What follows belongs to an exercise in optimizing a design on an open flow for small area; a production flow would make more cautious choices.
Where RTL was checked, it was by simulation tests only, not by an equivalence proof against the original.
The clock port is modelled as an ideal driver; clocking choices that lean on that would not hold on a real chip.
No activity file was given, so power comes from the tool's default toggle rates.

old:
==> module psone, before the edit <==
module psone(
	input		iCLK,
	input		iRESET,
	input		iKEY_ST,  
	output	oCS,
	output	oCLK,
	output	oMOSI,
	input		iMISO,
	input		iACK,
	input		iRX,
	output	oTX,
	output	oIND
);
localparam HP = 3500;			 
localparam HB = 2604;			 
localparam HR = HP - HB + 1;	 
localparam [11:0] H_0 = 12'd340;
function [11:0] hstep(input [11:0] s);
	hstep = {s[10:0], ~(s[11] ^ s[2] ^ s[0])};
endfunction
function [11:0] hpow(input integer n);
	integer i;
	begin
		hpow = H_0;
		for (i = 0; i < n; i = i + 1) hpow = hstep(hpow);
	end
endfunction
localparam [11:0] H_END = hpow(HP);	 
localparam [11:0] H_RE  = hpow(HR);	 
function integer pick_sk(input integer hp);
	integer k;
	reg [11:0] a, b, c;
	begin
		a = hpow(hp - 2);
		b = hpow(hp - 1);
		c = hpow(hp);
		pick_sk = -1;
		for (k = 11; k >= 0; k = k - 1)
			if ((a[k] != b[k]) && (b[k] == c[k])) pick_sk = k;
	end
endfunction
function pick_skv(input integer hp);
	reg [11:0] a;
	begin
		a = hpow(hp - 2);
		pick_skv = a[pick_sk(hp)];
	end
endfunction
localparam integer SK = pick_sk(HP);
localparam SKV = pick_skv(HP);
function bfb(input [3:0] s);
	bfb = ~(s[3] ^ s[2]) & ~s[1];
endfunction
function [3:0] bstep(input [3:0] s);
	bstep = {s[2:0], bfb(s)};
endfunction
wire KEY_PR;
reg en;		 
reg M;		 
reg cs;
reg mosi;
reg tx;
reg [11:0] H;		 
localparam [11:0] HPOL = 12'b101010101010;
wire [11:0] hv = H ^ HPOL;
reg        E0;		 
reg [4:1]  Eh;		 
wire [4:0] E = {Eh, E0};
reg [3:0]  B;
reg        bit_buf;
reg [71:0] ring;
reg [3:0]  P9;
reg [2:0]  P8;
wire HALF_PER   = (hv == H_END);
wire E25        = E[4] & E[3] & E[0];			 
wire B8         = B[3] & ~B[2] & ~B[0];			 
wire EN_SPI     = en & ~M;
wire LAST       = HALF_PER & E[4] & E[2] & E[1] & B8;	 
wire MATCH      = (P9 == B) & (P8 == E[3:1]);
wire WR         = MATCH & ~M & ~E[0] & (~E[4] | (E[3:1] == 3'd0));
always @(posedge iCLK or negedge iRESET) begin
	if (!iRESET) en <= 1'b0;
	else if (KEY_PR) en <= ~en;
end
always @(posedge iCLK or negedge iRESET) begin
	if (!iRESET) begin
		cs   <= 1'b1;
		mosi <= 1'b0;
	end else begin
		cs   <= ~EN_SPI;
		mosi <= ~cs & ~B[3] & ~B[1] &
		        (B[0] ? ((E == 5'd3) | (E == 5'd4) | (E == 5'd13) | (E == 5'd14))
		              : (~B[2] & (E < 5'd3)));
	end
end
reg [4:0] e_next;
reg       m_next;
always @(*) begin
	e_next = E;
	m_next = M;
	if (M ? LAST : cs) begin
		m_next = 1'b0;
		e_next = 5'd0;
	end else if (E25) begin
		if (~M & B8) begin
			m_next = 1'b1;
			e_next = 5'd24;
		end else e_next = {4'd0, M};
	end else if (HALF_PER | (M & E[4] & (E[3] | (E[2] & E[1] & E[0])))) e_next = E + 1'b1;	 
end
always @(posedge iCLK or negedge iRESET) begin
	if (!iRESET) begin
		M  <= 1'b0;
		E0 <= 1'b0;
	end else begin
		M  <= m_next;
		E0 <= e_next[0];
	end
end
always @(posedge iCLK) Eh <= e_next[4:1];
always @(posedge iCLK) begin
	if (M ? LAST : cs) B <= 4'd0;
	else if (E25 & (M | ~B8)) B <= bstep(B);
end
always @(posedge iCLK) begin
	if (M ? LAST : ~(EN_SPI & ~HALF_PER)) H <= H_0 ^ HPOL;
	else if (M & (HALF_PER | E25)) H <= H_RE ^ HPOL;
	else H <= hstep(hv) ^ HPOL;
end
always @(posedge iCLK or negedge iRESET) begin
	if (!iRESET) tx <= 1'b1;
	else if (M) begin
		if (E25) tx <= 1'b0;
		else if (HALF_PER & ~E[0]) tx <= bit_buf | (E[4] & (E[2] | E[1]));	 
	end else tx <= 1'b1;
end
function p8fb(input [2:0] s);
	p8fb = s[2] ^ (s[1] | ~s[0]);
endfunction
wire idle = cs & ~M;
always @(posedge iCLK) begin
	P9 <= {P9[2:0], bfb(P9) & ~idle};
	P8 <= {P8[1:0], p8fb(P8) & ~idle};
end
always @(posedge iCLK) begin
	if (M) begin
		if (MATCH) bit_buf <= ring[0];
	end else if (E[0] & (hv[SK] == SKV)) bit_buf <= iMISO;
	ring <= {WR ? bit_buf : ring[0], ring[71:1]};
end
psone_debounce DEB(
	.iCLK(iCLK),
	.iRESET(iRESET),
	.iKEY(iKEY_ST),
	.oKEY_FRONT(KEY_PR)
);
assign oCS   = cs;
assign oCLK  = ~(E[0] & ~E[4] & ~M);
assign oMOSI = mosi;
assign oTX   = tx;
assign oIND  = en;
endmodule
==> flow/config.mk <==
export PLATFORM = sky130hd
export DESIGN_NAME = psone
export DESIGN_NICKNAME = psone
export VERILOG_FILES = /design/flow/design.v
export SDC_FILE = /design/flow/constraint.sdc
export NUM_CORES = 4
export LEC_CHECK = 0
export CAP_MARGIN = 20
export CORE_MARGIN = 2
export CORE_UTILIZATION = 65
export CTS_BUF_LIST = sky130_fd_sc_hd__clkbuf_4
export CTS_CLUSTER_DIAMETER = 100
export CTS_CLUSTER_SIZE = 40
export PLACE_DENSITY = 0.8
export SLEW_MARGIN = 20
==> flow/constraint.sdc <==
create_clock -name core_clock -period 10.0 [get_ports {iCLK}]
set_input_delay 2.0000 -clock core_clock [delete_from_list [all_inputs] [get_ports {iCLK}]]
set_output_delay 2.0000 -clock core_clock [all_outputs]
set_load 0.01 [all_outputs]
standard.sh (not shown) runs the stock make flow with config.mk's settings and CLKGATE_MAP_FILE= SYNTH_SCRIPT=/design/flow/synth_recipe.tcl, a recipe that flattens the netlist after the stock synthesis.
==> flow/flow/run.sh <==
#!/bin/bash
# The standard layout (standard.sh) with three changes:
#  - synthesis maps the logic with an area-oriented ABC script (flow/abc_area.script)
#    in place of ORFS's speed script; everything else in the synthesis is the
#    standard one (synth_recipe.tcl on ORFS's synth.tcl), so the registers and
#    their names are the standard synthesis's;
#  - clock tree synthesis without dummy loads, from clkbuf_4 buffers;
#  - port buffers are buf_1 cells;
#  - after CTS, clock leaf buffers are downsized where the slew allows (flow/post_cts.tcl).
# Each tool's output goes to a log file here.
set -euo pipefail
W=$(pwd)

# A copy of ORFS's scripts in which the speed ABC script is ours.
rm -rf "$W/orfs_scripts"
cp -r "$FLOW_HOME/scripts" "$W/orfs_scripts"
cp "$W/flow/abc_area.script" "$W/orfs_scripts/abc_speed.script"
{
  echo "set ::env(SCRIPTS_DIR) {$W/orfs_scripts}"
  cat "$W/synth_recipe.tcl"
} > "$W/area_synth.tcl"

export CTS_ARGS="-sink_clustering_enable -repair_clock_nets -dont_use_dummy_load -buf_list sky130_fd_sc_hd__clkbuf_4 -sink_clustering_size 40 -sink_clustering_max_diameter 100"
export BUFFER_PORTS_ARGS="-buffer_cell sky130_fd_sc_hd__buf_1"
export POST_CTS_TCL="$W/flow/post_cts.tcl"

# Synthesis only, with our script; standard.sh then finds it done and goes on.
make -C "$FLOW_HOME" DESIGN_CONFIG="$W/config.mk" WORK_HOME="$W/orfs" CLKGATE_MAP_FILE= \
  SYNTH_SCRIPT="$W/area_synth.tcl" ADDER_MAP_FILE= synth > "$W/synth.log" 2>&1
bash standard.sh > "$W/standard.log" 2>&1
Other scripts of this flow, unchanged in this note and not shown: flow/flow/abc_area.script, flow/flow/post_cts.tcl
### old -> new
-- flow/design.v --
<<< old, line 98
localparam [11:0] HPOL = 12'b101010101010;
wire [11:0] hv = H ^ HPOL;
reg        E0;		 
reg [4:1]  Eh;		 
wire [4:0] E = {Eh, E0};
reg [3:0]  B;
reg        bit_buf;
>>> new, line 98
localparam [11:0] HPOL = 12'b101010101010;
wire [11:0] hv = H ^ HPOL;
reg [4:0]  E;
reg [3:0]  B;
reg        bit_buf;
<<< old, line 128
	end
end
reg [4:0] e_next;
reg       m_next;
always @(*) begin
	e_next = E;
	m_next = M;
	if (M ? LAST : cs) begin
		m_next = 1'b0;
		e_next = 5'd0;
	end else if (E25) begin
		if (~M & B8) begin
			m_next = 1'b1;
			e_next = 5'd24;
		end else e_next = {4'd0, M};
	end else if (HALF_PER | (M & E[4] & (E[3] | (E[2] & E[1] & E[0])))) e_next = E + 1'b1;	 
end
always @(posedge iCLK or negedge iRESET) begin
	if (!iRESET) begin
		M  <= 1'b0;
		E0 <= 1'b0;
	end else begin
		M  <= m_next;
		E0 <= e_next[0];
	end
end
always @(posedge iCLK) Eh <= e_next[4:1];
always @(posedge iCLK) begin
	if (M ? LAST : cs) B <= 4'd0;
>>> new, line 126
	end
end
always @(posedge iCLK or negedge iRESET) begin
	if (!iRESET) begin
		M <= 1'b0;
		E <= 5'd0;
	end else if (M ? LAST : cs) begin
		M <= 1'b0;
		E <= 5'd0;
	end else if (E25) begin
		if (~M & B8) begin
			M <= 1'b1;
			E <= 5'd24;
		end else E <= {4'd0, M};
	end else if (HALF_PER | (M & E[4] & (E[3] | (E[2] & E[1] & E[0])))) E <= E + 1'b1;	 
end
always @(posedge iCLK) begin
	if (M ? LAST : cs) B <= 4'd0;
Findings:
- Taking old as the reference, in new first-pass GRT wire length went up about 1.2%, cell count held, count of clock-buffer cells in the layout held.
- For the post-route cell area, new came in 0.72% higher than old did.
- In terms of global placement routability congestion, old and new differ only marginally.
- new -> old: core occupancy in the finished layout flat
- Taking old as the reference, in new power per cell area lower, final total power lower, worst-margin pin slew higher, via count of the first global-routing pass higher.


the previous run:
Another version of the RTL of psone (not shown whole).
Size in the first run: ~250 cells after synthesis, about 11 I/O pins.
==> module psone, before the edit <==
module psone(
	input		iCLK,
	input		iRESET,
	input		iKEY_ST,  
	output	oCS,
	output	oCLK,
	output	oMOSI,
	input		iMISO,
	input		iACK,
	input		iRX,
	output	oTX,
	output	oIND
);
localparam HP = 3500;			 
localparam HB = 2604;			 
localparam HR = HP - HB + 1;	 
localparam [11:0] H_0 = 12'd340;
function [11:0] hstep(input [11:0] s);
	hstep = {s[10:0], ~(s[11] ^ s[2] ^ s[0])};
endfunction
function [11:0] hpow(input integer n);
	integer i;
	begin
		hpow = H_0;
		for (i = 0; i < n; i = i + 1) hpow = hstep(hpow);
	end
endfunction
localparam [11:0] H_END = hpow(HP);	 
localparam [11:0] H_RE  = hpow(HR);	 
function integer pick_sk(input integer hp);
	integer k;
	reg [11:0] a, b, c;
	begin
		a = hpow(hp - 2);
		b = hpow(hp - 1);
		c = hpow(hp);
		pick_sk = -1;
		for (k = 11; k >= 0; k = k - 1)
			if ((a[k] != b[k]) && (b[k] == c[k])) pick_sk = k;
	end
endfunction
function pick_skv(input integer hp);
	reg [11:0] a;
	begin
		a = hpow(hp - 2);
		pick_skv = a[pick_sk(hp)];
	end
endfunction
localparam integer SK = pick_sk(HP);
localparam SKV = pick_skv(HP);
function [3:0] bstep(input [3:0] s);
	bstep = {s[2:0], s[3] ^ ~(s[2] | s[1])};
endfunction
wire KEY_PR;
reg en;		 
reg M;		 
reg cs;
reg mosi;
reg tx;
reg [11:0] H;		 
localparam [11:0] HPOL = 12'b101010101010;
wire [11:0] hv = H ^ HPOL;
reg [4:0]  E;
reg [3:0]  B;
reg        bit_buf;
reg [71:0] ring;
reg [3:0]  P9;
reg [2:0]  P8;
wire HALF_PER   = (hv == H_END);
wire E25        = E[4] & E[3] & E[0];			 
wire B8         = B[3] & ~B[2] & ~B[0];			 
wire EN_SPI     = en & ~M;
wire LAST       = HALF_PER & E[4] & E[2] & E[1] & B8;	 
wire MATCH      = (P9 == B) & (P8 == E[3:1]);
wire WR         = MATCH & ~M & ~E[0] & (~E[4] | (E[3:1] == 3'd0));
always @(posedge iCLK or negedge iRESET) begin
	if (!iRESET) en <= 1'b0;
	else if (KEY_PR) en <= ~en;
end
always @(posedge iCLK or negedge iRESET) begin
	if (!iRESET) begin
		cs   <= 1'b1;
		mosi <= 1'b0;
	end else begin
		cs   <= ~EN_SPI;
		mosi <= ~cs & ~B[3] & ~B[1] &
		        (B[0] ? ((E == 5'd3) | (E == 5'd4) | (E == 5'd13) | (E == 5'd14))
		              : (~B[2] & (E < 5'd3)));
	end
end
always @(posedge iCLK or negedge iRESET) begin
	if (!iRESET) begin
		M <= 1'b0;
		E <= 5'd0;
	end else if (M ? LAST : cs) begin
		M <= 1'b0;
		E <= 5'd0;
	end else if (E25) begin
		if (~M & B8) begin
			M <= 1'b1;
			E <= 5'd24;
		end else E <= {4'd0, M};
	end else if (HALF_PER | (M & E[4] & (E[3] | (E[2] & E[1] & E[0])))) E <= E + 1'b1;	 
end
always @(posedge iCLK) begin
	if (M ? LAST : cs) B <= 4'd0;
	else if (E25 & (M | ~B8)) B <= bstep(B);
end
always @(posedge iCLK) begin
	if (M ? LAST : ~(EN_SPI & ~HALF_PER)) H <= H_0 ^ HPOL;
	else if (M & (HALF_PER | E25)) H <= H_RE ^ HPOL;
	else H <= hstep(hv) ^ HPOL;
end
always @(posedge iCLK or negedge iRESET) begin
	if (!iRESET) tx <= 1'b1;
	else if (M) begin
		if (E25) tx <= 1'b0;
		else if (HALF_PER & ~E[0]) tx <= bit_buf | (E[4] & (E[2] | E[1]));	 
	end else tx <= 1'b1;
end
function [2:0] p8step(input [2:0] s);
	p8step = {s[1:0], s[2] ^ (s[1] | ~s[0])};
endfunction
always @(posedge iCLK or negedge iRESET) begin
	if (!iRESET) begin
		P9 <= 4'd0;
		P8 <= 3'd0;
	end else begin
		P9 <= bstep(P9);
		P8 <= p8step(P8);
	end
end
always @(posedge iCLK) begin
	if (M) begin
		if (MATCH) bit_buf <= ring[0];
	end else if (E[0] & (hv[SK] == SKV)) bit_buf <= iMISO;
	ring <= {WR ? bit_buf : ring[0], ring[71:1]};
end
psone_debounce DEB(
	.iCLK(iCLK),
	.iRESET(iRESET),
	.iKEY(iKEY_ST),
	.oKEY_FRONT(KEY_PR)
);
assign oCS   = cs;
assign oCLK  = ~(E[0] & ~E[4] & ~M);
assign oMOSI = mosi;
assign oTX   = tx;
assign oIND  = en;
endmodule
Settings: LEC_CHECK=0, CAP_MARGIN=20, CORE_MARGIN=2, CORE_UTILIZATION=65, CTS_BUF_LIST=sky130_fd_sc_hd__clkbuf_4, CTS_CLUSTER_DIAMETER=100, CTS_CLUSTER_SIZE=40, PLACE_DENSITY=0.8, SLEW_MARGIN=20; clock period 10.0 ns.
==> flow/flow/abc_area.script <==
strash
&get -n
&st
&dch
&nf -p -R 1000 -C 32
&put
mfs2
strash
&get -n
&st
&dch
&nf -p -R 1000 -C 32
&put
mfs2
strash
&get -n
&st
&dch
&nf -p -R 1000 -C 32
&put
mfs2
strash
&get -n
&st
&dch
&nf -p -R 1000 -C 32
&put
topo
==> flow/flow/post_cts.tcl <==
# After CTS: give each clock leaf buffer (one that drives only register clock
# pins) the smallest clkbuf cell that keeps the clock slew at those pins,
# with placement parasitics, under a target.
set leaf_slew_target 0.110
set sizes {sky130_fd_sc_hd__clkbuf_1 sky130_fd_sc_hd__clkbuf_2}
proc leaf_sink_pins {inst} {
  set pins {}
  set net [[$inst findITerm X] getNet]
  foreach it [$net getITerms] {
    if {[$it getInst] eq $inst} { continue }
    if {[[$it getMTerm] getName] ne "CLK"} { return {} }
    lappend pins "[[$it getInst] getName]/CLK"
  }
  return $pins
}
proc worst_slew {pins} {
  set worst 0
  foreach p $pins {
    set s [get_property [get_pins $p] slew_max]
    if {$s > $worst} { set worst $s }
  }
  return $worst
}
estimate_parasitics -placement
foreach inst [[ord::get_db_block] getInsts] {
  set name [$inst getName]
  if {![string match "clkbuf_*" $name]} { continue }
  set pins [leaf_sink_pins $inst]
  if {[llength $pins] == 0} { continue }
  set orig [[$inst getMaster] getName]
  foreach cell $sizes {
    replace_cell $name $cell
    estimate_parasitics -placement
    if {[worst_slew $pins] <= $leaf_slew_target} {
      puts "post_cts: $name ($orig, [llength $pins] sinks) -> $cell"
      break
    }
    replace_cell $name $orig
    estimate_parasitics -placement
  }
}
Scripts as last shown in full above: flow/flow/run.sh
diff inputs: the previous run => the current run
diff --git a/flow/design.v b/flow/design.v
--- a/flow/design.v
+++ b/flow/design.v
@@ -49,12 +49,11 @@
 localparam HB = 2604;			 
 localparam HR = HP - HB + 1;	 
-localparam [11:0] H_0 = 12'd340;
 function [11:0] hstep(input [11:0] s);
-	hstep = {s[10:0], ~(s[11] ^ s[2] ^ s[0])};
+	hstep = {s[10:0], ~(s[11] ^ s[6] ^ s[1])};
 endfunction
 function [11:0] hpow(input integer n);
 	integer i;
 	begin
-		hpow = H_0;
+		hpow = 12'd0;
 		for (i = 0; i < n; i = i + 1) hpow = hstep(hpow);
 	end
@@ -71,16 +70,8 @@
 		pick_sk = -1;
 		for (k = 11; k >= 0; k = k - 1)
-			if ((a[k] != b[k]) && (b[k] == c[k])) pick_sk = k;
-	end
-endfunction
-function pick_skv(input integer hp);
-	reg [11:0] a;
-	begin
-		a = hpow(hp - 2);
-		pick_skv = a[pick_sk(hp)];
+			if (a[k] & ~b[k] & ~c[k]) pick_sk = k;
 	end
 endfunction
 localparam integer SK = pick_sk(HP);
-localparam SKV = pick_skv(HP);
 function [3:0] bstep(input [3:0] s);
 	bstep = {s[2:0], s[3] ^ ~(s[2] | s[1])};
@@ -142,5 +133,5 @@
 end
 always @(posedge iCLK) begin
-	if (M ? LAST : ~(EN_SPI & ~HALF_PER)) H <= H_0 ^ HPOL;
+	if (M ? LAST : ~(EN_SPI & ~HALF_PER)) H <= HPOL;
 	else if (M & (HALF_PER | E25)) H <= H_RE ^ HPOL;
 	else H <= hstep(hv) ^ HPOL;
@@ -168,5 +159,5 @@
 	if (M) begin
 		if (MATCH) bit_buf <= ring[0];
-	end else if (E[0] & (hv[SK] == SKV)) bit_buf <= iMISO;
+	end else if (E[0] & hv[SK]) bit_buf <= iMISO;
 	ring <= {WR ? bit_buf : ring[0], ring[71:1]};
 end
Results
- The current run has initial cell density of the core below what the previous run had.
- Post-route clock skew was lower in the current run than in the previous run.
- From the previous run to the current run the numbers moved as follows: clock latency of the later-clocked register in the worst-skew pair went down 0.02 ns; slack of the critical path went down 0.37 ns; sum of met2 wire segment lengths after detailed routing went down 2.3%; clock network fraction of design power held.
- From the previous run to the current run the numbers moved as follows: largest voltage drop on the vdd net +1.7%; post-route total power ~0 delta; wire length +0.44%.
- The previous run → the current run: global-route usage now smaller, synthesized area higher, count of plain and timing-repair buffers fell by 1, final cell area excluding filler cells held steady.
Function not checked in the previous run: the RTL went through the layout flow alone.

## port drivers added, routing unchanged
No port has a modelled driver above. Below, the same layouts with a new extraction and two added sets of constraints. Step 1, drivers: a clkbuf_16 drives iCLK and a buf_2 each remaining input, both assumed. Step 2 adds t to the input delays and takes it off the output delays; t is the mean of the earliest and latest rising clock arrival at the registers after step 1. Input paths then give back, and output paths get back, about the clock's delay inside the block. Three values: ideal, step 1, step 2; two values: the first two.
| run | t, ns | slack for setup (ns) | worst slew at a driven data input, ns |
|---|---|---|---|
| old | 0.490 | 6.524 / 6.495 / 6.985 | 0.03 |
| new | 0.481 | 6.563 / 6.535 / 7.016 | 0.03 |
| the previous run | 0.486 | 6.730 / 6.700 / 7.186 | 0.03 |
| the current run | 0.479 | 6.362 / 6.335 / 6.814 | 0.03 |
After both steps setup and hold are still met in every run listed.
